Background: an optimization exercise with open tools, aiming at small area. Do not read the settings as production practice. In this exercise RTL edits were held to simulation tests only and were not proved equivalent to the original. Power is estimated from default activity; no workload was simulated.

### flow/run.sh
#!/bin/bash
# synth_recipe.tcl (not shown) runs the flow's synth.tcl, then flattens the netlist and writes it again
# the make line also repeats each setting of config.mk as NAME=value (left out here)
make -C /OpenROAD-flow-scripts/flow DESIGN_CONFIG=/design/flow/config.mk WORK_HOME=/design/flow/orfs CLKGATE_MAP_FILE= SYNTH_SCRIPT=/design/flow/synth_recipe.tcl finish
### flow/config.mk
export PLATFORM = sky130hd
export DESIGN_NAME = Poly94_Video
export DESIGN_NICKNAME = Poly94_Video
export VERILOG_FILES = /design/flow/design.v
export SDC_FILE = /design/flow/constraint.sdc
export NUM_CORES = 4
export LEC_CHECK = 0
export CAP_MARGIN = 20
export CORE_MARGIN = 2
export CORE_UTILIZATION = 30
export PLACE_DENSITY = 0.42
export SLEW_MARGIN = 20
export SYNTH_MEMORY_MAX_BITS = 32768
### flow/constraint.sdc
create_clock -name core_clock -period 10.0 [get_ports {clk_i}]
set_input_delay 2.0000 -clock core_clock [delete_from_list [all_inputs] [get_ports {clk_i}]]
set_output_delay 2.0000 -clock core_clock [all_outputs]
set_load 0.01 [all_outputs]
### flow/design.v
`default_nettype none
module VGA_Timing_Generator(
    input  wire       clk_i,
    input  wire       rst_i,
    output wire       hsync_n_o,
    output wire       vsync_n_o,
    output wire       blank_n_o,
    output wire       valid_o,
    output wire       end_of_visible_line_o,
    output wire       end_of_frame_o,
    output wire       left_o,        
    output wire       top_o,         
    output wire       line0_o        
);
reg       ph;            
reg [9:0] px;            
reg [9:0] v;             
always @(posedge clk_i) begin
    if (rst_i) begin
        ph <= 1'b1;
        px <= 10'd794;
        v  <= 10'd522;
    end else begin
        ph <= ~ph;
        if (ph) begin
            if (px == 10'd795) begin
                px <= 10'd0;
                v  <= (v == 10'd522) ? 10'd0 : v + 1'b1;
            end else begin
                px <= px + 1'b1;
            end
        end
    end
end
wire vis_line = (v < 10'd480);
wire eol      = ~ph & (px == 10'd640);
assign valid_o               = ~ph;
assign blank_n_o             = (px < 10'd640) & vis_line;
assign hsync_n_o             = ~((px >= 10'd656) & (px < 10'd752));
assign vsync_n_o             = ~((v == 10'd490) | (v == 10'd491));
assign end_of_visible_line_o = eol & vis_line;
assign end_of_frame_o        = eol & (v == 10'd479);
assign left_o  = (px < 10'd320);
assign top_o   = (v < 10'd240);
assign line0_o = (v == 10'd0);
endmodule
`default_nettype none
module Video_Ctrl #(
  parameter DEPTH     = 48,
  parameter REQ_LEVEL = 29
)(
  input  wire        clk_i,
  input  wire        rst_i,
  input  wire        fb_en_i,
  output wire        sdram_cmd_valid,
  input  wire        sdram_cmd_ready,
  output wire        sdram_ack,
  output wire [23:0] sdram_addr_x16,
  input  wire        sdram_resp_valid,
  input  wire        sdram_resp_last,
  input  wire [15:0] sdram_rdata,
  input  wire        valid_i,
  input  wire        left_i,
  input  wire        top_i,
  input  wire        line0_i,
  input  wire        end_of_frame_i,
  output wire [23:0] rgb_o
);
localparam LW = $clog2(DEPTH + 1);
reg [15:0]   fifo [1:DEPTH];    
reg [LW-1:0] level;
reg [16:0]   addr;
reg          first_frame;       
reg          req;               
reg          busy;              
reg          cap;               
wire show = left_i & top_i;
wire pop  = valid_i & show & ~(first_frame & line0_i);
wire full = (level == DEPTH);
wire push = sdram_resp_valid & cap & (~full | pop);
wire ack  = sdram_resp_valid & sdram_resp_last;
wire want = (level <= REQ_LEVEL);
assign sdram_cmd_valid = req;
assign sdram_ack       = ack;
assign sdram_addr_x16  = {6'h20, 1'b0, addr};
integer k;
always @(posedge clk_i) begin
  if (push) begin
    fifo[1] <= sdram_rdata;
    for (k = 2; k <= DEPTH; k = k + 1)
      fifo[k] <= fifo[k-1];
  end
end
always @(posedge clk_i) begin
  if (rst_i) begin
    level       <= '0;
    addr        <= '0;
    first_frame <= 1'b1;
    req         <= 1'b0;
    busy        <= 1'b0;
    cap         <= 1'b0;
  end else begin
    if (push & ~pop)
      level <= level + 1'b1;
    else if (pop & ~push)
      level <= level - 1'b1;
    if (push)
      addr <= addr + 1'b1;
    if (sdram_resp_valid & ~push)
      cap <= 1'b0;
    if (req) begin
      if (sdram_cmd_ready) begin
        req  <= 1'b0;
        busy <= 1'b1;
        cap  <= 1'b1;
      end
    end else if (busy) begin
      if (ack) begin
        busy <= 1'b0;
        req  <= want;
      end
    end else begin
      req <= want;
    end
    if (end_of_frame_i) begin
      level       <= '0;
      addr        <= '0;
      first_frame <= 1'b0;
    end
  end
end
wire [15:0] d = fifo[level];
assign rgb_o = ~fb_en_i ? 24'hFF00FF :
               ~show    ? 24'h000000 :
               {d[15:11], d[15:13], d[10:5], d[10:9], d[4:0], d[2:0]};
endmodule
`default_nettype none
module Poly94_Video(
    input  wire        clk_i,
    input  wire        rst_i,
    input  wire        fb_en_i,
    output wire        sdram_cmd_valid_o,
    input  wire        sdram_cmd_ready_i,
    output wire [23:0] sdram_addr_x16_o,
    input  wire        sdram_resp_valid_i,
    input  wire        sdram_resp_last_i,
    input  wire [15:0] sdram_rdata_i,
    output wire        sdram_ack_o,
    output wire        hsync_n_o,
    output wire        vsync_n_o,
    output wire        blank_n_o,
    output wire        pixel_valid_o,
    output wire        end_of_visible_line_o,
    output wire        end_of_frame_o,
    output wire [23:0] vga_color_o
);
    wire valid, left, top, line0;
    VGA_Timing_Generator vgatm(
        .clk_i(clk_i),
        .rst_i(rst_i),
        .hsync_n_o(hsync_n_o),
        .vsync_n_o(vsync_n_o),
        .blank_n_o(blank_n_o),
        .valid_o(valid),
        .end_of_visible_line_o(end_of_visible_line_o),
        .end_of_frame_o(end_of_frame_o),
        .left_o(left),
        .top_o(top),
        .line0_o(line0)
    );
    assign pixel_valid_o = valid;
    Video_Ctrl video_inst(
        .clk_i(clk_i),
        .rst_i(rst_i),
        .fb_en_i(fb_en_i),
        .sdram_cmd_valid(sdram_cmd_valid_o),
        .sdram_cmd_ready(sdram_cmd_ready_i),
        .sdram_ack(sdram_ack_o),
        .sdram_addr_x16(sdram_addr_x16_o),
        .sdram_resp_valid(sdram_resp_valid_i),
        .sdram_resp_last(sdram_resp_last_i),
        .sdram_rdata(sdram_rdata_i),
        .valid_i(valid),
        .left_i(left),
        .top_i(top),
        .line0_i(line0),
        .end_of_frame_i(end_of_frame_o),
        .rgb_o(vga_color_o)
    );
endmodule
==> results of run 1 <==
==> critical path, stage by stage, from the launching register on <==
cell	delay, ns
dfxtp_1	0.74
or2_1	0.18
buf_4	0.31
o32a_2	0.59
nand2b_1	0.87
o21ai_0	0.25
a31oi_1	0.49
clkdlybuf4s50_1	0.64
==> area by class of cell <==
cell class	instances	area [um2]
fill	9835	66800
sequential	816	24000
multi-input combinational	935	6570
clock buffer	116	2370
tap	1380	1730
timing repair buffer	129	1200
clock inverter	46	569
inverter	19	71.3
antenna	1	2.50
==> sequential cells by signal (all words and copies together), names as in the netlist <==
signal                  flops
video_inst.fifo           768
video_inst.addr            17
vgatm.px                   10
vgatm.v                    10
video_inst.level            6
vgatm.ph                    1
video_inst.busy             1
video_inst.cap              1
video_inst.first_frame      1
video_inst.req              1
==> cells in the final DEF, fill, tap and decap left out, types with 19 or more instances in the layout <==
| master | n |
|---|---|
| nor4_1 | 35 |
| a22oi_1 | 284 |
| buf_4 | 54 |
| a22o_1 | 24 |
| nor2_2 | 28 |
| clkbuf_16 | 91 |
| nor2_1 | 49 |
| nand2_1 | 84 |
| nor3_1 | 20 |
| nand3_1 | 36 |
| and3_1 | 65 |
| clkdlybuf4s50_1 | 70 |
| dfxtp_1 | 48 |
| a21oi_1 | 19 |
| clkbuf_1 | 25 |
| xnor2_1 | 23 |
| nand4_1 | 52 |
| o21ai_0 | 24 |
| edfxtp_1 | 768 |
==> final timing paths <==
| check | slack [ns] | from | end | depth (start not counted) |
|---|---|---|---|---|
| worst max-delay path | 3.28 | video_inst.level[4]$_SDFFE_PP0P_ | vga_color_o[5] | 7 |
| worst min register to register | 0.42 | video_inst.fifo[33][6]$_DFFE_PP_ | video_inst.fifo[34][6]$_DFFE_PP_ | 0 |
| worst max register to register | 5.02 | video_inst.level[1]$_SDFFE_PP0P_ | video_inst.level[5]$_SDFFE_PP0P_ | 14 |
| worst min-delay path | 0.42 | video_inst.fifo[33][6]$_DFFE_PP_ | video_inst.fifo[34][6]$_DFFE_PP_ | 0 |
==> cells by family after synthesis <==
group / after synthesis / synth area share
AOI/OAI and AO/OA: 422 / 0.102
buffers and inverters: 128 / 0.0248
and+or+nand+nor: 458 / 0.0879
xor gates and xnor gates: 35 / 0.00983
DFF: 816 / 0.770
other: 2 / 0.000241
adders and majority gates: 12 / 0.00505
muxes: 1 / 0.000321
==> stage by stage <==
| step | hold WS, ns | TNS, ns | util | instance area [um2] | instances |
|---|---|---|---|---|---|
| floorplan | 0.417 | -3081.83 | - | 31300 | 1879 |
| global placement | 0.423 | 0 | 0.325 | 33600 | 3278 |
| detailed placement | 0.426 | 0 | 0.325 | 33600 | 3279 |
| CTS | 0.417 | 0 | 0.353 | 36500 | 3441 |
| global route | 0.434 | 0 | 0.353 | 36500 | 3441 |
| finish | 0.416 | 0 | 0.353 | 36500 | 3442 |
==> routing by layer <==
metal | global-route usage | up-vias | part of all wire
met5 | 0 | - | 0.00012
met4 | 0.0716 | 2 | 0.030
met3 | 0.0383 | 180 | 0.084
met2 | 0.304 | 999 | 0.46
met1 | 0.278 | 10199 | 0.43
li1 | - | 7873 | -
==> report_power, final <==
group	total (mW)	leakage [nW]	switching, mW	internal [mW]
Combinational	0.357	2.87	0.251	0.106
Sequential	3.94	7.37	0.0796	3.86
Clock	3.38	1.43	1.41	1.97
Total	7.67	11.7	1.74	5.93
==> impl_metrics.yaml, run 1 <==
timing:
  worst_slew_pin_slew_ns: 1.29
  max_freq_mhz: 149
  finalHoldViolCount: 0
  period_minus_slack_ns: 6.72
  skew_ns: 0.0558
  setup_ws_ns: 3.28
  setup_viol: 0
  rsz0062_at_grt: "false"
  drv_slew: 0
  max_slew_margin: 0.136
  fin_crit_sh: 0.672
placement:
  hpwl_mm: 64.4
  place_ws_ns: 3.38
  place.gp.congestion: 0.802
  io_buffers: 70
route:
  antenna_left: 0
  num_vias: 19253
  dr.pass1.iters: 5
  drcViolationCount: 0
  vias_per_cell: 5.59
  wl_per_cell_um: 31.4
  routed_wl_mm: 108
  drtIter0Drc: 2768
synthesis:
  ys_warn_count: 19
  synth_seq_cells: 816
  yosysUniqueCellTypes: 83
  ys.flop_type: "edfxtp_1"
  synth-edff-count: 768
  yosys.area.top_type_share: 0.739
  synth.cell_area_um2: 31200
  synth.cells.most_frequent: "edfxtp_1, a22oi_1, nand2_1, nor2_1, and3_1"
  synthArstFlopShare: 0
  yosysMostFrequentCell: "edfxtp_1"
  yosys.area.top_type: "edfxtp_1"
  ys_seq_area_frac: 0.770
  synth.avg_cell_area_um2: 16.6
  syn_inst: 1874
  synth_top_cells_by_area: "edfxtp_1, a22oi_1, dfxtp_1, and3_1, nand4_1"
floorplan:
  die_area_um2: 107000
  ios: 78
  die_x_um: 326
  rows: 118
  die_h_um: 326
  start_util: 0.302
  coreArea_um2: 103000
finish:
  syn2layout_area_growth_pct: 17.1
  num-nets-final: 2025
  layout-drive-gt1-share: 0.132
global_routing:
  grt_antenna_before_repair: 7
  track_usage: 0.197
  grt_pass1_vias: 18729
  grt_max_degree: 191
  grt_pass1_wl_mm: 148
  grt-ovfl-total: 0
critical_path:
  endpoint_kind: "primary output"
  cp.required_ns: 8.00
  cp_max_fo: 15
  critPathLaunchType: "flop"
  cp.arrival_ns: 4.72
  path_class: "reg -> out"
clock_network:
  holdBufCountCts: 0
  ctsRootBufferMaster: "clkbuf_16"
  clkLatencyLatePin_ns: 0.68
  cts_tree: "done"
  cts_resized: 0
  clk_path_buf_depth: 3
  clk_pin_slew_worst_paths_ns: 0.06
  clock-sinks: 816
  h-tree-depth: 3
  post-cts-setup-buffers: 0
  cts_buffers: 90
power:
  irDropWorstVdd_v: 0.000111
  total_power_mw: 7.67
  p_leak_nw: 11.7
  powerDensity_nw_per_um2: 210
worst_hold_path:
  hold_class: "reg -> reg"
outcome:
  status: "timing/DRC/antenna clean"
run:
  drv_cap: 0
==> run 2, diff against run 1 <==
--- a/flow/design.v
+++ b/flow/design.v
@@ -46,7 +46,7 @@
 endmodule
 `default_nettype none
 module Video_Ctrl #(
-  parameter DEPTH     = 48,
+  parameter DEPTH     = 47,
   parameter REQ_LEVEL = 29
 )(
   input  wire        clk_i,
@@ -129,10 +129,51 @@
     end
   end
 end
-wire [15:0] d = fifo[level];
+localparam NG = (DEPTH + 2) / 3;
+wire [DEPTH+2:1] sel;
+wire [15:0]      ent [1:DEPTH+2];
+genvar g;
+generate
+  for (g = 1; g <= DEPTH + 2; g = g + 1) begin : g_sel
+    if (g <= DEPTH) begin : g_e
+      assign sel[g] = (level == g);
+      assign ent[g] = fifo[g];
+    end else begin : g_pad
+      assign sel[g] = 1'b0;
+      assign ent[g] = 16'h0000;
+    end
+  end
+endgenerate
+wire [15:0] grp_n [0:NG-1];
+generate
+  for (g = 0; g < NG; g = g + 1) begin : g_grp
+    Sel3_N u_sel (
+      .a0(ent[3*g+1]), .a1(ent[3*g+2]), .a2(ent[3*g+3]),
+      .s0(sel[3*g+1]), .s1(sel[3*g+2]), .s2(sel[3*g+3]),
+      .y_n(grp_n[g])
+    );
+  end
+endgenerate
+reg [15:0] d;
+always @(*) begin
+  d = 16'h0000;
+  for (k = 0; k < NG; k = k + 1)
+    d = d | ~grp_n[k];
+end
 assign rgb_o = ~fb_en_i ? 24'hFF00FF :
                ~show    ? 24'h000000 :
                {d[15:11], d[15:13], d[10:5], d[10:9], d[4:0], d[2:0]};
+endmodule
+module Sel3_N(
+  input  wire [15:0] a0,
+  input  wire [15:0] a1,
+  input  wire [15:0] a2,
+  input  wire        s0,
+  input  wire        s1,
+  input  wire        s2,
+  output wire [15:0] y_n
+);
+assign y_n = ~((a0 & {16{s0}}) | (a1 & {16{s1}}) | (a2 & {16{s2}}));
 endmodule
 `default_nettype none
 module Poly94_Video(
--- a/flow/config.mk
+++ b/flow/config.mk
@@ -10,4 +10,5 @@
 export CORE_UTILIZATION = 30
 export PLACE_DENSITY = 0.42
 export SLEW_MARGIN = 20
+export SYNTH_HIERARCHICAL = 1
 export SYNTH_MEMORY_MAX_BITS = 32768
==> run 2 against run 1 <==
  * Design area down 6.7%
  * Non-clock buffer count down 10
  * Clock-buffer cell count down 13
  * Cell count down 11%
==> impl_metrics.yaml, run 2 <==
outcome:
  status: "timing/DRC/antenna clean"
placement:
  io_buffers: 70
  dpl-instance-area_um2: 31500
  place.gp.congestion: 0.805
  hpwl_mm: 43.0
clock_network:
  cts_tree: "done"
  clk_path_buf_depth: 3
  cts_buffers: 85
  clkLatencyLatePin_ns: 0.63
  post-cts-setup-buffers: 0
  clock-sinks: 800
  h-tree-depth: 3
  ctsRootBufferMaster: "clkbuf_16"
  holdBufCountCts: 0
  cts_resized: 0
  clk_pin_slew_worst_paths_ns: 0.06
power:
  p_int_mw: 5.54
  p_leak_nw: 10.5
  pwr-share-comb: 0.036
  irDropWorstVdd_v: 0.000119
  powerDensity_nw_per_um2: 208
  power_frac_seq: 0.541
  p_sw_mw: 1.54
  swShare: 0.217
  clockPowerShare: 0.423
synthesis:
  synth.cells.most_frequent: "edfxtp_1, a222oi_1, nand4_1, nor2_1, dfxtp_1"
  yosys.area.top_type: "edfxtp_1"
  yosys.area.top_type_share: 0.772
  synth.cell_area_um2: 29300
  syn_inst: 1566
  ys.flop_type: "edfxtp_1"
  ys_warn_count: 10
  yosysUniqueCellTypes: 55
  synthArstFlopShare: 0
  synth_seq_cells: 800
  ys_seq_area_frac: 0.805
  synth-edff-count: 752
  yosysMostFrequentCell: "edfxtp_1"
  synth.avg_cell_area_um2: 18.7
  synth_top_cells_by_area: "edfxtp_1, a222oi_1, dfxtp_1, nand4_1, buf_6"
finish:
  layout-drive-gt1-share: 0.120
  final_common_cell: "edfxtp_1"
  multiInputGateArea_um2: 5210
  top_register: "video_inst.fifo"
  largest_reg_flops: 752
  reg_top3: "video_inst.fifo x752, video_inst.addr x17"
  syn2layout_area_growth_pct: 16.5
  num-nets-final: 1743
  final_core_util: 0.353
  finish.instance_area_um2: 34100
  register_area_um2: 23500
  diodes: 0
  num-fill-cells: 9109
  layout_common_cells: "edfxtp_1, a222oi_1, clkbuf_16, nand4_1, clkdlybuf4s50_1"
worst_hold_path:
  hold_class: "reg -> reg"
critical_path:
  endpoint_kind: "primary output"
  max_stage_delay_ns: 0.70
  cp_max_fo: 16
  cpLargestDelayFamily: "simple AND/OR/NAND/NOR gates"
  cp.required_ns: 8.00
  path_class: "reg -> out"
  critPathLaunchType: "flop"
  cp.arrival_ns: 4.59
  crit_buf_inv: 1
  crit_slowest_cell: "nand2b_1"
  crit_path_cell_trace: "nand2b_1 -> nor2_2 -> a222oi_1 -> nand4_1 -> nor4_1 -> o21ai_0 -> clkdlybuf4s50_1"
floorplan:
  die_area_um2: 100000
  rows: 114
  die_x_um: 316
  coreArea_um2: 96700
  start_util: 0.302
  die_h_um: 316
  ios: 78
timing:
  period_minus_slack_ns: 6.59
  max_freq_mhz: 152
  rsz0062_at_grt: "false"
  worst_slew_pin_slew_ns: 1.23
  skew_ns: 0.0322
  finalHoldViolCount: 0
  fin_crit_sh: 0.659
  drv_slew: 0
  setup_viol: 0
  max_slew_margin: 0.178
route:
  vias_per_cell: 5.43
  dr.pass1.iters: 9
  num_vias: 16558
  routed_wl_mm: 72.1
  drtIter0Drc: 2866
  antenna_left: 0
  wl_per_cell_um: 23.6
  drcViolationCount: 0
run:
  drv_cap: 0
global_routing:
  met1_usage: 0.201
  grt-ovfl-total: 0
  grt.met3_usage: 0.0293
  grt-busiest-layer: "met2"
  grt_pass1_wl_mm: 106
  grt_antenna_before_repair: 0
  grt_pass1_vias: 16055
  track_usage: 0.140
  met2_usage: 0.215
  grt_max_degree: 201
==> run 2: changes by cell type after synthesis, moves of 15 or more <==
cell | previous run | this run
buf_6 | 14 | 34
nor2_2 | 15 | 0
nand3_1 | 36 | 19
edfxtp_1 | 768 | 752
buf_4 | 34 | 15
a22o_1 | 24 | 0
a222oi_1 | 1 | 256
buf_2 | 37 | 22
and3_1 | 65 | 4
a22oi_1 | 284 | 0
nand2_1 | 85 | 38
nand4_1 | 52 | 74
==> run 2: layout make-up <==
cell class              count  share of cell area
multi-input cells         691               0.153
clock inverters            48              0.0107
clock buffers             103              0.0656
inverters                  12             0.00132
flip-flops and latches    800               0.691
repair buffers            119              0.0322
well taps                1276              0.0468
==> run 2: final timing paths <==
| kind | from | end | slack [ns] | cells after the start |
|---|---|---|---|---|
| hold reg to reg | video_inst.fifo[40][0]$_DFFE_PP_ | video_inst.fifo[41][0]$_DFFE_PP_ | 0.43 | 0 |
| setup / recovery | video_inst.level[5]$_SDFFE_PP0P_ | vga_color_o[0] | 3.41 | 7 |
| hold / removal | video_inst.fifo[40][0]$_DFFE_PP_ | video_inst.fifo[41][0]$_DFFE_PP_ | 0.43 | 0 |
| setup reg to reg | vgatm.v[0]$_SDFFE_PP0P_ | video_inst.fifo[45][8]$_DFFE_PP_ | 5.54 | 10 |
==> run 2: logic make-up after synthesis <==
kind of cell | count (synthesis) | synth area share
buffers and inverters | 103 | 0.0248
other | 2 | 0.000257
flip-flops | 800 | 0.805
multiplexers | 4 | 0.00141
XOR/XNOR | 13 | 0.00389
AO/OA/AOI/OAI | 336 | 0.105
AND/OR/NAND/NOR | 296 | 0.0550
adder cells (fa/ha/maj) | 12 | 0.00513
==> run 2: per-stage QoR <==
stage	setup WS, ns	power [mW]	setup TNS [ns]	hold slack (ns)	instances
global placement	3.82	4.15	0	0.429	2897
detailed placement	3.78	4.16	0	0.432	2897
floorplan	-5.06	4.08	-2835.03	0.426	1594
finish	3.41	7.08	0	0.426	3049
global route	3.27	7.35	0	0.446	3049
CTS	3.47	7.19	0	0.426	3048
==> run 2: per-layer routing <==
| metal | vias up | routed length (um) | part of all wire |
|---|---|---|---|
| li1 | 7169 | - | - |
| met1 | 8646 | 32600 | 0.45 |
| met2 | 663 | 32500 | 0.45 |
| met3 | 80 | 5620 | 0.078 |
| met4 | 0 | 1290 | 0.018 |
| met5 | - | 0 | 0 |
==> run 2: Yosys stat by module (local to each module, per instance), a selection <==
| module | times used | cell area (um2) | flip-flops and latches | cells inside |
|---|---|---|---|---|
| Sel3_N | 16 | 188 | 0 | 19 |
| Video_Ctrl | 1 | 25000 | 779 | 1114 |
| VGA_Timing_Generator | 1 | 1220 | 21 | 148 |
==> run 2: power by group through the flow <==
stage	clock (mW)	sequential (mW)	combinational, mW
2_1_floorplan	0	3.92	0.167
3_3_place_gp	0	3.89	0.255
3_5_place_dp	0	3.90	0.260
4_1_cts	3.10	3.83	0.261
5_1_grt	3.23	3.84	0.284
6_report	2.99	3.83	0.257
==> run 3, diff against run 2 <==
--- a/flow/config.mk
+++ b/flow/config.mk
@@ -7,8 +7,11 @@
 export LEC_CHECK = 0
 export CAP_MARGIN = 20
 export CORE_MARGIN = 2
-export CORE_UTILIZATION = 30
-export PLACE_DENSITY = 0.42
+export CORE_UTILIZATION = 60
+export CTS_BUF_LIST = sky130_fd_sc_hd__clkbuf_8
+export CTS_CLUSTER_DIAMETER = 60
+export CTS_CLUSTER_SIZE = 18
+export PLACE_DENSITY = 0.7
 export SLEW_MARGIN = 20
 export SYNTH_HIERARCHICAL = 1
 export SYNTH_MEMORY_MAX_BITS = 32768
==> run 3 against run 2 <==
  * Cell count is 25% lower
  * Via count is 0.65% lower
  * Maximum frequency is 2.7% lower
  * Register-to-register slack worse by 0.08 ns
  * Utilization is 30 points higher
  * Wire length is 13% lower
  * Largest power group unchanged
==> impl_metrics.yaml, run 3 <==
finish:
  final_cells: 2276
  num-fill-cells: 3215
  multiInputGateArea_um2: 5230
  register_area_um2: 23500
  largest_reg_flops: 752
  layout_common_cells: "edfxtp_1, a222oi_1, nand4_1, clkdlybuf4s50_1, clkbuf_8"
  num-nets-final: 1677
  final_common_cell: "edfxtp_1"
  diodes: 0
  layout-drive-gt1-share: 0.0819
  finish.instance_area_um2: 31400
  top_register: "video_inst.fifo"
  syn2layout_area_growth_pct: 7.24
  reg_top3: "video_inst.fifo x752, video_inst.addr x17"
route:
  drtIter0Drc: 3443
  num_vias: 16450
  wl_per_cell_um: 27.7
  vias_per_cell: 7.23
  routed_wl_mm: 63.0
  antenna_left: 0
  dr.pass1.iters: 9
  drcViolationCount: 0
global_routing:
  grt-ovfl-total: 0
  track_usage: 0.247
  grt_max_degree: 232
  grt_pass1_vias: 15387
  grt_pass1_wl_mm: 94.5
  grt_antenna_before_repair: 1
synthesis:
  synth-edff-count: 752
  yosys.area.top_type: "edfxtp_1"
  yosysMostFrequentCell: "edfxtp_1"
  synthArstFlopShare: 0
  ys.flop_type: "edfxtp_1"
  ys_seq_area_frac: 0.805
  synth_top_cells_by_area: "edfxtp_1, a222oi_1, dfxtp_1, nand4_1, buf_6"
  synth.avg_cell_area_um2: 18.7
  synth_seq_cells: 800
  synth.cell_area_um2: 29300
  synth.cells.most_frequent: "edfxtp_1, a222oi_1, nand4_1, nor2_1, dfxtp_1"
  yosys.area.top_type_share: 0.772
  syn_inst: 1566
  ys_warn_count: 10
  yosysUniqueCellTypes: 55
clock_network:
  cts_resized: 0
  cts_buffers: 53
  clk_pin_slew_worst_paths_ns: 0.11
  post-cts-setup-buffers: 0
  ctsRootBufferMaster: "clkbuf_8"
  clk_path_buf_depth: 3
  h-tree-depth: 2
  holdBufCountCts: 0
  cts_tree: "done"
  clock-sinks: 800
  clkLatencyLatePin_ns: 0.70
timing:
  worst_slew_pin_slew_ns: 1.15
  setup_viol: 0
  rsz0062_at_grt: "false"
  max_freq_mhz: 148
  finalHoldViolCount: 0
  fin_crit_sh: 0.677
  setup_ws_ns: 3.23
  skew_ns: 0.0317
  drv_slew: 0
  period_minus_slack_ns: 6.77
  max_slew_margin: 0.229
  hold_slack_ns: 0.451
placement:
  place_ws_ns: 4.00
  hpwl_mm: 38.5
  io_buffers: 70
  place.gp.congestion: 0.946
  placed_cells: 2200
  dpl-instance-area_um2: 30400
floorplan:
  die_area_um2: 50500
  rows: 80
  coreArea_um2: 47900
  die_x_um: 225
  ios: 78
  die_h_um: 225
  start_util: 0.610
critical_path:
  cp.required_ns: 8.00
  critPathLaunchType: "flop"
  cp_max_fo: 18
  cp.arrival_ns: 4.77
  endpoint_kind: "primary output"
  path_class: "reg -> out"
power:
  total_power_mw: 5.58
  irDropWorstVdd_v: 0.000124
  p_leak_nw: 9.53
  powerDensity_nw_per_um2: 178
outcome:
  status: "timing/DRC/antenna clean"
worst_hold_path:
  hold_class: "reg -> reg"
run:
  drv_cap: 0
## run 3: changes by cell type in the layout (fill, tap and decap cells not counted), sizes merged
cell,change
clkinvlp,+2
clkinv,-36
buf,-34
bufinv,-3
clkbuf,-50
inv,+9
## run 3: area by class of cell
cell class	count	area share
clock inverter	20	0.00499
inverter	12	0.00144
multi-input combinational	691	0.167
sequential	800	0.750
clock buffer	53	0.0233
tap	615	0.0245
timing repair buffer	85	0.0286
## run 3: metrics by stage
step	util	TNS, ns
3_5_place_dp	0.634	0
4_1_cts	0.653	0
2_1_floorplan	-	-2835.03
6_report	0.654	0
3_3_place_gp	0.634	0
5_1_grt	0.654	0
## run 3: worst max-delay path, stage by stage, from the launching register on
cell and delay [ns]:
dfxtp_1 0.45, nand2b_1 0.85, nor2_2 0.46, a222oi_1 0.50, nand4_1 0.22, nor4_1 0.80, o21ai_0 0.23, clkdlybuf4s50_1 0.53
## run 3: per-layer routing
metal	global-route usage	vias to the layer above	share of wire
met5	0	-	0
met4	0.0562	0	0.016
li1	-	6963	-
met3	0.0679	91	0.12
met2	0.357	1042	0.45
met1	0.381	8354	0.41
## run 3: power breakdown
group          internal (mW)  total (mW)  switching (mW)  leakage (nW)
Clock                  0.525        1.51           0.983         0.478
Sequential              3.76        3.83          0.0679          7.24
Combinational         0.0812       0.250           0.169          1.82
## run 3: final timing paths
path	endpoint	cells after the start	slack [ns]	start
min	video_inst.fifo[7][15]$_DFFE_PP_	0	0.45	video_inst.fifo[6][15]$_DFFE_PP_
max reg2reg	video_inst.level[4]$_SDFFE_PP0P_	14	5.46	vgatm.v[0]$_SDFFE_PP0P_
max	vga_color_o[16]	7	3.23	video_inst.level[4]$_SDFFE_PP0P_
min reg2reg	video_inst.fifo[7][15]$_DFFE_PP_	0	0.45	video_inst.fifo[6][15]$_DFFE_PP_
## run 3: modules after synthesis, one instance, submodules excluded, excerpt
module / times used / flops+latches
Video_Ctrl: 1 / 779
VGA_Timing_Generator: 1 / 21
Sel3_N: 16 / 0
## run 3: logic make-up after synthesis
group                      Yosys count  share of synthesized area
DFF                                800                      0.805
AOI/OAI and AO/OA                  336                      0.105
and+or+nand+nor                    296                     0.0550
buffers and inverters              103                     0.0248
xor gates and xnor gates            13                    0.00389
adders and majority gates           12                    0.00513
muxes                                4                    0.00141
other                                2                   0.000257
==> run 4, diff against run 3 <==
==> flow/flow/run.sh (new file) <==
#!/bin/bash
set -euo pipefail
export BUFFER_PORTS_ARGS="-buffer_cell sky130_fd_sc_hd__buf_1"
export CTS_ARGS="-sink_clustering_enable -repair_clock_nets -sink_clustering_size 28 -sink_clustering_max_diameter 80 -buf_list sky130_fd_sc_hd__clkbuf_16 -dont_use_dummy_load"
bash standard.sh > standard.log 2>&1
==> flow/standard.sh (new file) <==
#!/bin/bash
# synth_recipe.tcl (not shown) runs the flow's synth.tcl, then flattens the netlist and writes it again
# the make line also repeats each setting of config.mk as NAME=value (left out here)
make -C /OpenROAD-flow-scripts/flow DESIGN_CONFIG=/design/flow/config.mk WORK_HOME=/design/flow/orfs CLKGATE_MAP_FILE= SYNTH_SCRIPT=/design/flow/synth_recipe.tcl "${@:-finish}"
--- a/flow/config.mk
+++ b/flow/config.mk
@@ -8,9 +8,6 @@
 export CAP_MARGIN = 20
 export CORE_MARGIN = 2
 export CORE_UTILIZATION = 60
-export CTS_BUF_LIST = sky130_fd_sc_hd__clkbuf_8
-export CTS_CLUSTER_DIAMETER = 60
-export CTS_CLUSTER_SIZE = 18
 export PLACE_DENSITY = 0.7
 export SLEW_MARGIN = 20
 export SYNTH_HIERARCHICAL = 1
removed: flow/run.sh
==> run 4 against run 3 <==
  * Worst hold slack worse by 0.022 ns
  * Via count is 0.52% lower
  * Clock skew is 0.028 ns higher
  * Cell count is 1.7% lower
  * First-iteration DRC count hardly changed
  * Utilization is 0.97 points lower
  * Combinational power is 7% lower
  * Synthesized area stayed put
  * Design area is 1.5% lower
  * Wire length hardly changed
  * Clock power is 5% higher
  * Maximum frequency is 13% higher
  * Largest power group unchanged
==> impl_metrics.yaml, run 4 <==
outcome:
  status: "timing/DRC/antenna clean"
global_routing:
  track_usage: 0.245
  grt-ovfl-total: 0
  grt_pass1_vias: 15077
  grt_max_degree: 220
  grt_antenna_before_repair: 1
  grt_pass1_wl_mm: 92.9
synthesis:
  synthArstFlopShare: 0
  yosys.area.top_type_share: 0.772
  synth.avg_cell_area_um2: 18.7
  yosys.area.top_type: "edfxtp_1"
  syn_inst: 1566
  synth_seq_cells: 800
  ys.flop_type: "edfxtp_1"
  synth.cell_area_um2: 29300
  synth-edff-count: 752
  yosysUniqueCellTypes: 55
  yosysMostFrequentCell: "edfxtp_1"
  ys_seq_area_frac: 0.805
  synth.cells.most_frequent: "edfxtp_1, a222oi_1, nand4_1, nor2_1, dfxtp_1"
  ys_warn_count: 10
  synth_top_cells_by_area: "edfxtp_1, a222oi_1, dfxtp_1, nand4_1, buf_6"
worst_hold_path:
  hold_class: "reg -> reg"
  min-delay-start: "video_inst.fifo[31][1]$_DFFE_PP_"
route:
  vias_per_cell: 7.31
  drcViolationCount: 0
  routed_wl_mm: 63.0
  antenna_left: 0
  drtIter0Drc: 3444
  dr.pass1.iters: 9
  num_vias: 16365
  wl_per_cell_um: 28.1
power:
  p_leak_nw: 9.30
  irDropWorstVdd_v: 0.000135
  powerDensity_nw_per_um2: 183
  total_power_mw: 5.64
timing:
  fin_crit_sh: 0.598
  rsz0062_at_grt: "false"
  max_slew_margin: 0.190
  max_freq_mhz: 167
  drv_slew: 0
  finalHoldViolCount: 0
  period_minus_slack_ns: 5.98
  skew_ns: 0.0593
  worst_slew_pin_slew_ns: 1.21
  setup_viol: 0
floorplan:
  die_h_um: 225
  die_x_um: 225
  ios: 78
  die_area_um2: 50500
  rows: 80
  coreArea_um2: 47900
  start_util: 0.610
placement:
  dpl-instance-area_um2: 30000
  hpwl_mm: 38.2
  io_buffers: 70
  place.gp.congestion: 0.889
clock_network:
  ctsRootBufferMaster: "clkbuf_16"
  clkLatencyLatePin_ns: 0.59
  post-cts-setup-buffers: 0
  cts_tree: "done"
  h-tree-depth: 2
  clk_path_buf_depth: 3
  clock-sinks: 800
  holdBufCountCts: 0
  cts_buffers: 36
  cts_resized: 0
  clk_pin_slew_worst_paths_ns: 0.10
finish:
  layout_common_cells: "edfxtp_1, a222oi_1, nand4_1, buf_1, dfxtp_1"
  num-fill-cells: 3256
  reg_top3: "video_inst.fifo x752, video_inst.addr x17"
  num-nets-final: 1658
  final_common_cell: "edfxtp_1"
  largest_reg_flops: 752
  top_register: "video_inst.fifo"
  syn2layout_area_growth_pct: 5.65
  layout-drive-gt1-share: 0.0666
  finish.instance_area_um2: 30900
critical_path:
  endpoint_kind: "primary output"
  path_class: "reg -> out"
  critPathLaunchType: "flop"
  reg2reg_from: "vgatm.v[5]$_SDFFE_PP0P_"
  cp_max_fo: 18
  cp.required_ns: 8.00
  ff2ff_setup_slack_ns: 5.44
  cp-startpoint: "video_inst.level[4]$_SDFFE_PP0P_"
  cp.arrival_ns: 3.98
run:
  drv_cap: 0
[run 4: metal layers]
layer,vias up,wire length [um],part of all wire,track usage
met1,8268,25500,0.40,0.374
met3,81,8350,0.13,0.0685
met4,0,1260,0.020,0.0628
met2,1101,27900,0.44,0.353
met5,-,0,0,0
li1,6915,-,-,-
[run 4: worst paths after layout]
kind | end | cells past startpoint
max | vga_color_o[22] | 7
min | video_inst.fifo[32][1]$_DFFE_PP_ | 0
max reg2reg | video_inst.fifo[1][6]$_DFFE_PP_ | 9
min reg2reg | video_inst.fifo[32][1]$_DFFE_PP_ | 0
[run 4: modules after synthesis (local to each module, per instance), excerpt]
module,flip-flops and latches,times used,cells inside
Sel3_N,0,16,19
VGA_Timing_Generator,21,1,148
Video_Ctrl,779,1,1114
[run 4: cells by family (layout without fill, tap and decap cells)]
group	Yosys count	in the layout	share of synthesized area
other cells	2	31	0.000257
fa+ha+maj	12	12	0.00513
compound gates	336	336	0.105
buf+inv	103	131	0.0248
simple gates	296	296	0.0550
mux	4	4	0.00141
flops	800	800	0.805
xor+xnor	13	13	0.00389
[run 4: layout make-up]
class | instances | area, um2 | area share
multi-input cells | 691 | 5230 | 0.169
well taps | 615 | 769 | 0.0249
clock buffers | 36 | 901 | 0.0291
inverters | 12 | 45.0 | 0.00146
diodes | 1 | 2.50 | 0.0000810
flip-flops and latches | 800 | 23500 | 0.762
repair buffers | 83 | 413 | 0.0134
[run 4: power breakdown]
part           leakage, nW  internal [mW]  switching [mW]
sequential            7.24           3.76          0.0678
combinational         1.62         0.0683           0.165
clock                0.444          0.650           0.930
total                 9.30           4.48            1.16
[run 4: per-stage QoR]
stage / setup TNS, ns / hold WS, ns / utilization / setup slack [ns] / std cells
final: 0 / 0.429 / 0.645 / 4.02 / 2238
after global routing: 0 / 0.450 / 0.645 / 3.71 / 2237
after CTS: 0 / 0.434 / 0.644 / 4.00 / 2235
after detailed placement: 0 / 0.431 / 0.625 / 4.66 / 2199
after global placement: 0 / 0.430 / 0.625 / 4.69 / 2199
after floorplan: -2835.03 / 0.426 / - / -5.06 / 1594
[run 4: critical path, stage by stage, from the launching register on]
cell and delay [ns]:
dfxtp_1 0.44, nand2b_1 0.76, nor2_2 0.47, a222oi_1 0.49
nand4_1 0.19, nor4_1 0.66, o21ai_0 0.21, buf_1 0.18
==> run 5, diff against run 4 <==
==> flow/flow/run.sh (replaced) <==
#!/bin/bash
set -euo pipefail
export BUFFER_PORTS_ARGS="-buffer_cell sky130_fd_sc_hd__buf_1"
export CTS_ARGS="-sink_clustering_enable -repair_clock_nets -sink_clustering_size 10 -sink_clustering_max_diameter 45 -buf_list sky130_fd_sc_hd__clkbuf_4 -dont_use_dummy_load"
bash standard.sh > standard.log 2>&1
==> run 5 against run 4 <==
  * Still clean
  * Clock power fell by 11%
  * Worst setup slack got worse by 0.30 ns
  * Non-clock buffer count did not move
  * Sequential cell count did not move
  * Synthesized area did not move
  * Via count rose by 1.7%
==> impl_metrics.yaml, run 5 <==
outcome:
  status: "timing/DRC/antenna clean"
route:
  drtIter0Drc: 3571
  vias_per_cell: 7.24
  routed_wl_mm: 63.9
  drcViolationCount: 0
  wl_per_cell_um: 27.8
  antenna_left: 0
  dr.pass1.iters: 12
  num_vias: 16651
power:
  powerDensity_nw_per_um2: 178
  p_leak_nw: 9.29
  irDropWorstVdd_v: 0.000114
clock_network:
  clkLatencyLatePin_ns: 0.87
  clock-sinks: 800
  holdBufCountCts: 0
  post-cts-setup-buffers: 0
  clk_path_buf_depth: 3
  cts_tree: "done"
  h-tree-depth: 3
  cts_resized: 0
  ctsRootBufferMaster: "clkbuf_4"
  clk_pin_slew_worst_paths_ns: 0.11
  cts_buffers: 94
finish:
  largest_reg_flops: 752
  syn2layout_area_growth_pct: 5.02
  num-nets-final: 1716
  layout-drive-gt1-share: 0.0988
  reg_top3: "video_inst.fifo x752, video_inst.addr x17"
  final_common_cell: "edfxtp_1"
  top_register: "video_inst.fifo"
  layout_common_cells: "edfxtp_1, a222oi_1, clkbuf_4, nand4_1, buf_1"
  final_core_util: 0.641
run:
  drv_cap: 0
critical_path:
  crit_buf_inv: 1
  crit_slowest_cell: "nand2b_1"
  cp.arrival_ns: 4.29
  path_depth: 7
  cp_max_fo: 18
  cp.required_ns: 8.00
  crit_path_cell_trace: "nand2b_1 -> nor2_2 -> a222oi_1 -> nand4_1 -> nor4_1 -> o21ai_0 -> buf_1"
  reg2regPathDepth: 9
  endpoint_kind: "primary output"
  critPathLaunchType: "flop"
  cpLargestDelayFamily: "simple AND/OR/NAND/NOR gates"
  max_stage_delay_ns: 0.78
  path_class: "reg -> out"
global_routing:
  grt_max_degree: 220
  track_usage: 0.250
  grt_pass1_vias: 15611
  grt_antenna_before_repair: 2
  grt-ovfl-total: 0
  grt_pass1_wl_mm: 94.7
synthesis:
  synth_seq_cells: 800
  yosys.area.top_type: "edfxtp_1"
  synth_top_cells_by_area: "edfxtp_1, a222oi_1, dfxtp_1, nand4_1, buf_6"
  synth.cells.most_frequent: "edfxtp_1, a222oi_1, nand4_1, nor2_1, dfxtp_1"
  yosysMostFrequentCell: "edfxtp_1"
  syn_inst: 1566
  ys.flop_type: "edfxtp_1"
  synth.avg_cell_area_um2: 18.7
  synthArstFlopShare: 0
  yosysUniqueCellTypes: 55
  ys_seq_area_frac: 0.805
  ys_warn_count: 10
  synth-edff-count: 752
  synth.cell_area_um2: 29300
  yosys.area.top_type_share: 0.772
timing:
  setup_tns_ns: 0
  fin_crit_sh: 0.629
  hold_slack_ns: 0.399
  finalHoldViolCount: 0
  setup_viol: 0
  max_slew_margin: 0.205
  drv_slew: 0
  max_freq_mhz: 159
  period_minus_slack_ns: 6.29
  setup_ws_ns: 3.71
  skew_ns: 0.0905
  rsz0062_at_grt: "false"
  worst_slew_pin_slew_ns: 1.19
floorplan:
  start_util: 0.610
  die_area_um2: 50500
  rows: 80
  die_x_um: 225
  coreArea_um2: 47900
  ios: 78
  die_h_um: 225
worst_hold_path:
  holdPathStages: 0
  hold_class: "reg -> reg"
placement:
  io_buffers: 70
  place.gp.congestion: 0.889
  place_ws_ns: 4.66
  hpwl_mm: 38.2
==> run 5: cell count changes in the layout (fill, tap and decap cells not counted), sizes merged <==
cell / before / now
clkbuf: 36 / 94
diode: 1 / 5
==> run 5: layout make-up <==
cell class | count | area (um2)
flip-flops and latches | 800 | 23500
repair buffers | 83 | 413
diodes | 5 | 12.5
clock buffers | 94 | 706
fillers | 3321 | 17200
well taps | 615 | 769
multi-input cells | 691 | 5230
inverters | 12 | 45.0
==> run 5: metrics by stage <==
| step | cells | power (mW) | instance area, um2 |
|---|---|---|---|
| 2_1_floorplan | 1594 | 4.08 | 29400 |
| 3_3_place_gp | 2199 | 4.12 | 30000 |
| 3_5_place_dp | 2199 | 4.13 | 30000 |
| 4_1_cts | 2293 | 5.50 | 30700 |
| 5_1_grt | 2300 | 5.65 | 30700 |
| 6_report | 2300 | 5.46 | 30700 |
==> run 5: final timing paths <==
path | slack [ns] | end | start
max | 3.71 | vga_color_o[20] | video_inst.level[4]$_SDFFE_PP0P_
min reg2reg | 0.40 | video_inst.fifo[30][10]$_DFFE_PP_ | video_inst.fifo[29][10]$_DFFE_PP_
max reg2reg | 5.26 | video_inst.fifo[26][5]$_DFFE_PP_ | vgatm.v[5]$_SDFFE_PP0P_
min | 0.40 | video_inst.fifo[30][10]$_DFFE_PP_ | video_inst.fifo[29][10]$_DFFE_PP_
==> run 5: per-module statistics from Yosys (local to each module, per instance), a selection <==
module / cell area, um2 / flip-flops and latches / cells inside
Sel3_N: 188 / 0 / 19
Video_Ctrl: 25000 / 779 / 1114
VGA_Timing_Generator: 1220 / 21 / 148
==> run 5: routing by layer <==
| metal | vias to the layer above | global-route usage | part of all wire |
|---|---|---|---|
| met5 | - | 0 | 0 |
| met4 | 0 | 0.0679 | 0.021 |
| met3 | 106 | 0.0781 | 0.14 |
| met2 | 1215 | 0.356 | 0.44 |
| met1 | 8268 | 0.379 | 0.40 |
| li1 | 7062 | - | - |
==> run 5: power by group <==
part / internal (mW) / switching [mW]
clock: 0.432 / 0.972
sequential: 3.76 / 0.0678
combinational: 0.0683 / 0.166
==> run 5: kinds of logic after synthesis <==
kind of cell	Yosys count	share of synthesized area
AOI/OAI and AO/OA	336	0.105
xor gates and xnor gates	13	0.00389
adders and majority gates	12	0.00513
buffers and inverters	103	0.0248
DFF	800	0.805
muxes	4	0.00141
other	2	0.000257
and+or+nand+nor	296	0.0550
==> run 6, diff against run 5 <==
==> flow/flow/run.sh (replaced) <==
#!/bin/bash
set -euo pipefail
export BUFFER_PORTS_ARGS="-buffer_cell sky130_fd_sc_hd__buf_1"
export CTS_ARGS="-sink_clustering_enable -repair_clock_nets -sink_clustering_size 18 -sink_clustering_max_diameter 60 -buf_list sky130_fd_sc_hd__clkbuf_8 -dont_use_dummy_load"
bash standard.sh > standard.log 2>&1
==> run 6 against run 5 <==
  * Largest power group unchanged
  * Non-clock buffer count unchanged
  * Worst hold slack improved by 0.014 ns
  * Wire length decreased by 0.85%
  * Via count decreased by 2.0%
  * Sequential power about the same
==> impl_metrics.yaml, run 6 <==
placement:
  hpwl_mm: 38.2
  place_ws_ns: 4.66
  place.gp.congestion: 0.889
  placed_cells: 2199
  io_buffers: 70
synthesis:
  yosysMostFrequentCell: "edfxtp_1"
  yosys.area.top_type_share: 0.772
  synth.avg_cell_area_um2: 18.7
  synth.cells.most_frequent: "edfxtp_1, a222oi_1, nand4_1, nor2_1, dfxtp_1"
  synth.cell_area_um2: 29300
  yosys.area.top_type: "edfxtp_1"
  ys_warn_count: 10
  ys.flop_type: "edfxtp_1"
  synth_top_cells_by_area: "edfxtp_1, a222oi_1, dfxtp_1, nand4_1, buf_6"
  yosysUniqueCellTypes: 55
  synth_seq_cells: 800
  synth-edff-count: 752
  syn_inst: 1566
  synthArstFlopShare: 0
  ys_seq_area_frac: 0.805
clock_network:
  h-tree-depth: 2
  clock-sinks: 800
  holdBufCountCts: 0
  cts_resized: 0
  clk_pin_slew_worst_paths_ns: 0.11
  clk_path_buf_depth: 3
  cts_buffers: 53
  clkLatencyLatePin_ns: 0.71
  ctsRootBufferMaster: "clkbuf_8"
  cts_tree: "done"
  post-cts-setup-buffers: 0
finish:
  num-nets-final: 1675
  layout-drive-gt1-share: 0.0763
  top_register: "video_inst.fifo"
  final_common_cell: "edfxtp_1"
  layout_common_cells: "edfxtp_1, a222oi_1, nand4_1, buf_1, clkbuf_8"
  largest_reg_flops: 752
  final_core_util: 0.641
  syn2layout_area_growth_pct: 5.06
  reg_top3: "video_inst.fifo x752, video_inst.addr x17"
  diodes: 0
  final_cells: 2254
floorplan:
  coreArea_um2: 47900
  die_h_um: 225
  die_area_um2: 50500
  ios: 78
  rows: 80
  start_util: 0.610
  die_x_um: 225
power:
  p_int_mw: 4.30
  powerDensity_nw_per_um2: 178
  total_power_mw: 5.47
  p_sw_mw: 1.17
  p_leak_nw: 9.24
  clockPowerShare: 0.257
  pwr-share-comb: 0.043
  swShare: 0.213
  irDropWorstVdd_v: 0.000128
  power_frac_seq: 0.700
global_routing:
  grt_pass1_vias: 15184
  grt_pass1_wl_mm: 93.3
  grt_max_degree: 220
  grt_antenna_before_repair: 0
  track_usage: 0.246
  grt-ovfl-total: 0
timing:
  finalHoldViolCount: 0
  fin_crit_sh: 0.617
  worst_slew_pin_slew_ns: 1.22
  max_slew_margin: 0.187
  max_freq_mhz: 162
  rsz0062_at_grt: "false"
  skew_ns: 0.105
  drv_slew: 0
  period_minus_slack_ns: 6.17
  setup_viol: 0
  hold_slack_ns: 0.413
  setup_ws_ns: 3.83
critical_path:
  crit_path_cell_trace: "nand2b_1 -> nor2_2 -> a222oi_1 -> nand4_1 -> nor4_1 -> o21ai_0 -> buf_1"
  max_stage_delay_ns: 1.11
  path_class: "reg -> out"
  cp.required_ns: 8.00
  crit_buf_inv: 1
  cp.arrival_ns: 4.17
  cpLargestDelayFamily: "simple AND/OR/NAND/NOR gates"
  cp_max_fo: 18
  critPathLaunchType: "flop"
  endpoint_kind: "primary output"
  crit_slowest_cell: "nor2_2"
route:
  drcViolationCount: 0
  vias_per_cell: 7.24
  wl_per_cell_um: 28.1
  num_vias: 16326
  routed_wl_mm: 63.4
  dr.pass1.iters: 7
  antenna_left: 0
  drtIter0Drc: 3429
outcome:
  status: "timing/DRC/antenna clean"
run:
  drv_cap: 0
worst_hold_path:
  hold_class: "reg -> reg"
==> run 6: cell types whose count changed in the layout (fill, tap and decap cells not counted), sizes merged <==
cell	previous run	this run
diode	5	0
clkbuf	94	53
==> run 6: layer usage <==
metal | track usage | part of all wire | wire length (um) | up-vias
li1 | - | - | - | 6936
met1 | 0.376 | 0.41 | 25800 | 8249
met2 | 0.358 | 0.44 | 28100 | 1050
met3 | 0.0645 | 0.13 | 8300 | 91
met4 | 0.0620 | 0.020 | 1250 | 0
met5 | 0 | 0 | 0 | -
==> run 6: cell families (layout without fill, tap and decap cells) <==
kind of cell,count (synthesis),count (layout),synth area share
AO/OA/AOI/OAI,336,336,0.105
XOR/XNOR,13,13,0.00389
adder cells (fa/ha/maj),12,12,0.00513
buffers and inverters,103,148,0.0248
flip-flops,800,800,0.805
multiplexers,4,4,0.00141
other,2,30,0.000257
AND/OR/NAND/NOR,296,296,0.0550
==> run 6: power groups by stage <==
stage	sequential (mW)	combinational (mW)	clock, mW
after floorplan	3.92	0.167	0
after global placement	3.89	0.224	0
after detailed placement	3.90	0.230	0
after CTS	3.83	0.230	1.45
after global routing	3.84	0.255	1.55
final	3.83	0.234	1.41
==> run 6: worst register-to-register path, stage by stage (launching register included) <==
cell      delay (ns)
dfxtp_1         0.40
and4_1          0.24
nor3_1          0.17
and2_1          0.43
a311oi_4        0.30
buf_8           0.24
nor2_4          0.44
buf_4           0.88
buf_12          0.45
buf_16          0.59
==> run 6: cell type report <==
class / instances / area (um2)
Inverter: 12 / 45.0
Tap cell: 615 / 769
Fill cell: 3285 / 17200
Clock buffer: 53 / 729
Sequential cell: 800 / 23500
Timing Repair Buffer: 83 / 413
Multi-Input combinational cell: 691 / 5230
==> run 6: final timing paths <==
kind | endpoint | slack [ns] | start | depth (start not counted)
setup / recovery | vga_color_o[7] | 3.83 | video_inst.level[4]$_SDFFE_PP0P_ | 7
hold / removal | video_inst.fifo[21][15]$_DFFE_PP_ | 0.41 | video_inst.fifo[20][15]$_DFFE_PP_ | 0
setup reg to reg | video_inst.fifo[26][5]$_DFFE_PP_ | 5.38 | vgatm.v[5]$_SDFFE_PP0P_ | 9
hold reg to reg | video_inst.fifo[21][15]$_DFFE_PP_ | 0.41 | video_inst.fifo[20][15]$_DFFE_PP_ | 0
==> run 6: per-module statistics from Yosys, one instance, submodules excluded, excerpt <==
module	flops+latches	area, um2
Sel3_N	0	188
VGA_Timing_Generator	21	1220
Video_Ctrl	779	25000
==> run 6: stage by stage <==
stage | area (um2) | setup TNS (ns)
2_1_floorplan | 29400 | -2835.03
3_3_place_gp | 30000 | 0
3_5_place_dp | 30000 | 0
4_1_cts | 30700 | 0
5_1_grt | 30700 | 0
6_report | 30700 | 0
==> run 7, diff against run 6 <==
--- a/flow/config.mk
+++ b/flow/config.mk
@@ -7,8 +7,8 @@
 export LEC_CHECK = 0
 export CAP_MARGIN = 20
 export CORE_MARGIN = 2
-export CORE_UTILIZATION = 60
-export PLACE_DENSITY = 0.7
+export CORE_UTILIZATION = 75
+export PLACE_DENSITY = 0.85
 export SLEW_MARGIN = 20
 export SYNTH_HIERARCHICAL = 1
 export SYNTH_MEMORY_MAX_BITS = 32768
==> run 7 against run 6 <==
  * Worst hold slack improved by 0.012 ns
  * Utilization increased by 15 points
  * Global-route usage increased by 6.8 points
  * Die area decreased by 20%
  * Synthesized area unchanged
  * Wire length increased by 0.65%
  * Still clean on timing, DRC and antenna
  * First-iteration DRC count increased by 7.4%
  * Sequential share of layout area increased by 0.27 points
  * Combinational power about the same
==> impl_metrics.yaml, run 7 <==
synthesis:
  yosys.area.top_type: "edfxtp_1"
  yosysMostFrequentCell: "edfxtp_1"
  ys.flop_type: "edfxtp_1"
  synth-edff-count: 752
  ys_seq_area_frac: 0.805
  syn_inst: 1566
  synth.cells.most_frequent: "edfxtp_1, a222oi_1, nand4_1, nor2_1, dfxtp_1"
  synthArstFlopShare: 0
  ys_warn_count: 10
  yosys.area.top_type_share: 0.772
  synth_seq_cells: 800
  synth.avg_cell_area_um2: 18.7
  synth_top_cells_by_area: "edfxtp_1, a222oi_1, dfxtp_1, nand4_1, buf_6"
  synth.cell_area_um2: 29300
  yosysUniqueCellTypes: 55
finish:
  reg_top3: "video_inst.fifo x752, video_inst.addr x17"
  layout-drive-gt1-share: 0.0752
  num-fill-cells: 1984
  num-nets-final: 1684
  final_common_cell: "edfxtp_1"
  syn2layout_area_growth_pct: 4.69
  top_register: "video_inst.fifo"
  final_core_util: 0.794
  layout_common_cells: "edfxtp_1, a222oi_1, nand4_1, buf_1, clkbuf_8"
  diodes: 0
  largest_reg_flops: 752
outcome:
  status: "timing/DRC/antenna clean"
critical_path:
  r2r-end: "video_inst.fifo[47][10]$_DFFE_PP_"
  reg2regPathDepth: 8
  cpLargestDelayFamily: "simple AND/OR/NAND/NOR gates"
  endpoint_kind: "primary output"
  ff2ff_setup_slack_ns: 6.06
  crit_buf_inv: 2
  cp.arrival_ns: 3.89
  cp_max_fo: 18
  reg2reg_from: "vgatm.v[7]$_SDFFE_PP0P_"
  critPathLaunchType: "flop"
  crit_path_cell_trace: "nand2b_1 -> nor2_2 -> buf_4 -> a222oi_1 -> nand4_1 -> nor4_1 -> o21ai_0 -> buf_1"
  cp.required_ns: 8.00
  path_class: "reg -> out"
  max_stage_delay_ns: 0.70
  crit_slowest_cell: "nand2b_1"
route:
  antenna_left: 0
  dr.pass1.iters: 9
  routed_wl_mm: 63.8
  drtIter0Drc: 3682
  vias_per_cell: 7.75
  num_vias: 16795
  drcViolationCount: 0
  wl_per_cell_um: 29.5
timing:
  rsz0062_at_grt: "false"
  worst_slew_pin_slew_ns: 1.20
  finalHoldViolCount: 0
  hold_slack_ns: 0.425
  period_minus_slack_ns: 5.89
  max_freq_mhz: 170
  fin_crit_sh: 0.589
  max_slew_margin: 0.198
  setup_tns_ns: 0
  setup_ws_ns: 4.11
  setup_viol: 0
  skew_ns: 0.0742
  drv_slew: 0
floorplan:
  die_area_um2: 40600
  die_h_um: 201
  coreArea_um2: 38600
  rows: 72
  start_util: 0.759
  die_x_um: 201
  ios: 78
clock_network:
  clkLatencyLatePin_ns: 0.67
  holdBufCountCts: 0
  clock-sinks: 800
  cts_tree: "done"
  clk_pin_slew_worst_paths_ns: 0.10
  cts_resized: 0
  h-tree-depth: 2
  ctsRootBufferMaster: "clkbuf_8"
  cts_buffers: 52
  post-cts-setup-buffers: 0
  clk_path_buf_depth: 3
global_routing:
  grt_pass1_wl_mm: 95.6
  grt-ovfl-total: 0
  grt_max_degree: 215
  track_usage: 0.314
  grt_antenna_before_repair: 0
  grt_pass1_vias: 16133
power:
  irDropWorstVdd_v: 0.000140
  p_leak_nw: 9.28
  powerDensity_nw_per_um2: 178
worst_hold_path:
  holdPathStages: 0
  hold_path_end: "video_inst.fifo[32][10]$_DFFE_PP_"
  hold_class: "reg -> reg"
  min-delay-start: "video_inst.fifo[31][10]$_DFFE_PP_"
placement:
  hpwl_mm: 39.7
  place_ws_ns: 4.73
  io_buffers: 70
  place.gp.congestion: 0.915
run:
  drv_cap: 0
[run 7: cell count changes in the layout (fill, tap and decap cells not counted)]
cell,change
buf_4,+10
nor2_1,+10
nor2_2,-10
a311oi_2,+1
a311oi_4,-1
buf_12,+1
buf_16,-1
buf_6,+1
buf_8,-1
clkbuf_8,-1
[run 7: final cells by class]
class                   count  area (um2)  area share
inverters                  12        45.0     0.00147
multi-input cells         691        5200       0.170
clock buffers              52         716      0.0234
flip-flops and latches    800       23500       0.769
repair buffers             93         477      0.0156
well taps                 518         648      0.0212
[run 7: how the worst max path moves through the flow]
stage	from	endpoint	slack (ns)	cells after the start
after global placement	fb_en_i	vga_color_o[8]	4.83	4
final	video_inst.level[4]$_SDFFE_PP0P_	vga_color_o[21]	4.11	8
after floorplan	sdram_resp_valid_i	video_inst.level[5]$_SDFFE_PP0P_	-5.06	8
after CTS	video_inst.level[4]$_SDFFE_PP0P_	vga_color_o[19]	4.11	7
after detailed placement	fb_en_i	vga_color_o[15]	4.73	4
after global routing	video_inst.level[4]$_SDFFE_PP0P_	vga_color_o[19]	3.85	7
[run 7: cells by family (layout without fill, tap and decap cells)]
logic type | after synthesis | after routing | share of synthesized area
other cells | 2 | 30 | 0.000257
flops | 800 | 800 | 0.805
compound gates | 336 | 336 | 0.105
xor+xnor | 13 | 13 | 0.00389
simple gates | 296 | 296 | 0.0550
fa+ha+maj | 12 | 12 | 0.00513
mux | 4 | 4 | 0.00141
buf+inv | 103 | 157 | 0.0248
[run 7: worst register-to-register path, cell delays in order, from the launching register on]
cell      delay (ns)
dfxtp_1         0.39
and4_1          0.25
nor3_1          0.20
and2_1          0.36
a311oi_2        0.15
buf_4           0.27
nor2_4          0.17
buf_4           0.77
buf_12          0.79
[run 7: layer usage]
metal / share of wire / track usage
met1: 0.36 / 0.461
met2: 0.46 / 0.468
met3: 0.15 / 0.0808
met4: 0.034 / 0.119
met5: 0 / 0
[run 7: report_power, final]
group	switching, mW	internal [mW]	total (mW)
Clock	0.910	0.467	1.38
Sequential	0.0714	3.76	3.83
Combinational	0.165	0.0680	0.233
Total	1.15	4.30	5.44
[run 7: through the flow]
stage	power, mW	std cells	area, um2
floorplan	4.08	1594	29400
global placement	4.11	2114	29900
detailed placement	4.13	2114	29900
CTS	5.45	2166	30600
global route	5.59	2166	30600
finish	5.44	2166	30600
[run 7: Yosys stat by module (local to each module, per instance), a selection]
module | cells | area [um2]
Video_Ctrl | 1114 | 25000
Sel3_N | 19 | 188
VGA_Timing_Generator | 148 | 1220
==> run 8, diff against run 7 <==
--- a/flow/design.v
+++ b/flow/design.v
@@ -130,17 +130,17 @@
   end
 end
 localparam NG = (DEPTH + 2) / 3;
-wire [DEPTH+2:1] sel;
-wire [15:0]      ent [1:DEPTH+2];
+wire [3*NG:1] sel;
+wire [15:0]   ent [1:3*NG];
 genvar g;
 generate
-  for (g = 1; g <= DEPTH + 2; g = g + 1) begin : g_sel
+  for (g = 1; g <= 3 * NG; g = g + 1) begin : g_sel
     if (g <= DEPTH) begin : g_e
       assign sel[g] = (level == g);
       assign ent[g] = fifo[g];
-    end else begin : g_pad
-      assign sel[g] = 1'b0;
-      assign ent[g] = 16'h0000;
+    end else begin : g_rep
+      assign sel[g] = sel[DEPTH];
+      assign ent[g] = fifo[DEPTH];
     end
   end
 endgenerate
--- a/flow/config.mk
+++ b/flow/config.mk
@@ -7,8 +7,8 @@
 export LEC_CHECK = 0
 export CAP_MARGIN = 20
 export CORE_MARGIN = 2
-export CORE_UTILIZATION = 75
-export PLACE_DENSITY = 0.85
+export CORE_UTILIZATION = 60
+export PLACE_DENSITY = 0.7
 export SLEW_MARGIN = 20
 export SYNTH_HIERARCHICAL = 1
 export SYNTH_MEMORY_MAX_BITS = 32768
==> run 8 against run 7 <==
  * Global-route usage shrank 7.0 points
  * Non-clock buffer count decreased by 4
  * Critical path depth is 1 lower
  * Critical path type unchanged
  * Worst hold slack gained 0.0026 ns
  * Highest routed layer is now met5
  * Clock power hardly changed
  * Combinational power down 4%
  * Sequential power hardly changed
  * Cell count rose by 3.3%
  * Clock-buffer cell count stayed put
  * Utilization is 15 points lower
  * Die area is 24% higher
  * Clock skew about the same
==> impl_metrics.yaml, run 8 <==
outcome:
  status: "timing/DRC/antenna clean"
synthesis:
  synthArstFlopShare: 0
  synth_top_cells_by_area: "edfxtp_1, a222oi_1, dfxtp_1, nand4_1, buf_6"
  yosys.area.top_type: "edfxtp_1"
  ys_warn_count: 10
  syn_inst: 1566
  synth.avg_cell_area_um2: 18.7
  ys_seq_area_frac: 0.805
  ys.flop_type: "edfxtp_1"
  synth_seq_cells: 800
  synth.cell_area_um2: 29300
  yosys.area.top_type_share: 0.772
  yosysMostFrequentCell: "edfxtp_1"
  synth.cells.most_frequent: "edfxtp_1, a222oi_1, nand4_1, nor2_1, dfxtp_1"
  yosysUniqueCellTypes: 55
  synth-edff-count: 752
critical_path:
  cp.arrival_ns: 4.35
  cp_max_fo: 18
  critPathLaunchType: "flop"
  path_class: "reg -> out"
  cp.required_ns: 8.00
  endpoint_kind: "primary output"
route:
  vias_per_cell: 7.24
  dr.pass1.iters: 10
  drcViolationCount: 0
  antenna_left: 0
  wl_per_cell_um: 27.7
  routed_wl_mm: 62.1
  num_vias: 16189
  drtIter0Drc: 3416
global_routing:
  track_usage: 0.244
  grt_pass1_wl_mm: 92.8
  grt_antenna_before_repair: 2
  grt-ovfl-total: 0
  grt_max_degree: 212
  grt_pass1_vias: 15120
finish:
  final_core_util: 0.640
  num-nets-final: 1657
  reg_top3: "video_inst.fifo x752, video_inst.addr x17"
  final_common_cell: "edfxtp_1"
  top_register: "video_inst.fifo"
  final_cells: 2237
  layout-drive-gt1-share: 0.0765
  syn2layout_area_growth_pct: 4.92
  largest_reg_flops: 752
  layout_common_cells: "edfxtp_1, a222oi_1, nand4_1, buf_1, clkbuf_8"
placement:
  place.gp.congestion: 0.915
  hpwl_mm: 37.3
  placed_cells: 2182
  io_buffers: 70
power:
  powerDensity_nw_per_um2: 178
  p_leak_nw: 9.19
  irDropWorstVdd_v: 0.000125
floorplan:
  die_h_um: 225
  coreArea_um2: 47900
  die_x_um: 225
  ios: 78
  die_area_um2: 50500
  rows: 80
  start_util: 0.610
timing:
  max_slew_margin: 0.217
  period_minus_slack_ns: 6.35
  worst_slew_pin_slew_ns: 1.17
  skew_ns: 0.0747
  drv_slew: 0
  setup_viol: 0
  max_freq_mhz: 158
  finalHoldViolCount: 0
  rsz0062_at_grt: "false"
  fin_crit_sh: 0.635
worst_hold_path:
  hold_class: "reg -> reg"
clock_network:
  clkLatencyLatePin_ns: 0.70
  cts_buffers: 52
  clock-sinks: 800
  holdBufCountCts: 0
  ctsRootBufferMaster: "clkbuf_8"
  cts_tree: "done"
  h-tree-depth: 2
  clk_path_buf_depth: 3
  clk_pin_slew_worst_paths_ns: 0.11
  post-cts-setup-buffers: 0
  cts_resized: 0
run:
  drv_cap: 0
==> run 8: final timing paths <==
kind                                                         end  slack [ns]                             start  cells past startpoint
worst max-delay path                              vga_color_o[7]        3.65  video_inst.level[4]$_SDFFE_PP0P_                      7
worst min-delay path             video_inst.fifo[2][2]$_DFFE_PP_        0.43   video_inst.fifo[1][2]$_DFFE_PP_                      0
worst max register to register  video_inst.fifo[29][9]$_DFFE_PP_        5.70  video_inst.level[4]$_SDFFE_PP0P_                      6
worst min register to register   video_inst.fifo[2][2]$_DFFE_PP_        0.43   video_inst.fifo[1][2]$_DFFE_PP_                      0
==> run 8: cell type report <==
class	instances	area [um2]
Fill cell	3219	17300
Clock buffer	52	716
Sequential cell	800	23500
Timing Repair Buffer	89	470
Multi-Input combinational cell	668	5150
Inverter	12	45.0
Tap cell	615	769
Antenna cell	1	2.50
==> run 8: cells by family (layout without fill, tap and decap cells) <==
family / Yosys count / in the layout / share of synthesized area
compound gates: 336 / 336 / 0.105
other cells: 2 / 8 / 0.000257
simple gates: 296 / 296 / 0.0550
xor+xnor: 13 / 13 / 0.00389
mux: 4 / 4 / 0.00141
buf+inv: 103 / 153 / 0.0248
fa+ha+maj: 12 / 12 / 0.00513
flops: 800 / 800 / 0.805
==> run 8: where the power goes <==
group	internal [mW]	switching (mW)	leakage [nW]
clock network	0.467	0.940	0.374
logic	0.0656	0.158	1.58
registers	3.76	0.0674	7.24
total	4.29	1.16	9.19
==> run 8: worst max-delay path, cell delays in order (launching register included) <==
cell and delay, ns:
dfxtp_1 0.46, nand2b_1 0.85, nor2_2 0.49, a222oi_1 0.47, nand4_1 0.24, nor4_1 0.57
o21ai_0 0.33, buf_1 0.21
==> run 8: metrics by stage <==
stage | hold WS (ns) | setup TNS [ns] | setup slack [ns] | total power [mW] | area (um2)
6_report | 0.427 | 0 | 3.65 | 5.46 | 30700
5_1_grt | 0.438 | 0 | 3.53 | 5.63 | 30700
4_1_cts | 0.429 | 0 | 3.86 | 5.49 | 30600
3_5_place_dp | 0.431 | 0 | 4.43 | 4.12 | 29900
3_3_place_gp | 0.429 | 0 | 4.59 | 4.11 | 29900
2_1_floorplan | 0.426 | -2835.03 | -5.06 | 4.08 | 29300
==> run 8: Yosys stat by module, one instance, submodules excluded, excerpt <==
module / copies in the design / cell area, um2 / flops+latches / cells
VGA_Timing_Generator: 1 / 1220 / 21 / 148
Sel3_N: 16 / 188 / 0 / 19
Video_Ctrl: 1 / 25000 / 779 / 1114
==> run 8: metal layers <==
layer | track usage | routed length [um] | up-vias
met5 | 0 | 11 | -
li1 | - | - | 6932
met4 | 0.0577 | 1200 | 2
met1 | 0.372 | 25700 | 8156
met2 | 0.359 | 27900 | 1004
met3 | 0.0609 | 7300 | 95

==> port drivers added, routing unchanged <==
In the flow no input, the clock included, has a driving cell. The finished layouts below were timed again as built, in two steps.
Step 1 (the two cells are an assumption about what drives the block):
set clk [get_ports {clk_i}]
set_driving_cell -lib_cell sky130_fd_sc_hd__clkbuf_16 $clk
set_driving_cell -lib_cell sky130_fd_sc_hd__buf_2 [delete_from_list [all_inputs] $clk]
Step 2 times the ports against the registers' clock, not the clock port: input delays grow and output delays shrink by t, the midpoint of the rising clock arrivals with the driver on.
a / b / c = no drivers / after step 1 / after step 2; a / b = the first two.
run	t (ns)	slack for setup (ns)	worst setup path after step 2
run 1	0.716	3.280 / 3.216 / 3.308	input to output
run 2	0.670	3.415 / 3.356 / 3.827	input to output
run 3	0.741	3.233 / 3.177 / 3.918	register to output
run 4	0.623	4.017 / 3.954 / 4.577	register to output
run 5	0.882	3.714 / 3.653 / 4.535	register to output
run 6	0.717	3.833 / 3.776 / 4.492	register to output
run 7	0.687	4.106 / 4.055 / 4.653	input to output
run 8	0.716	3.655 / 3.604 / 4.319	register to output
After both steps every run listed still meets setup and hold.
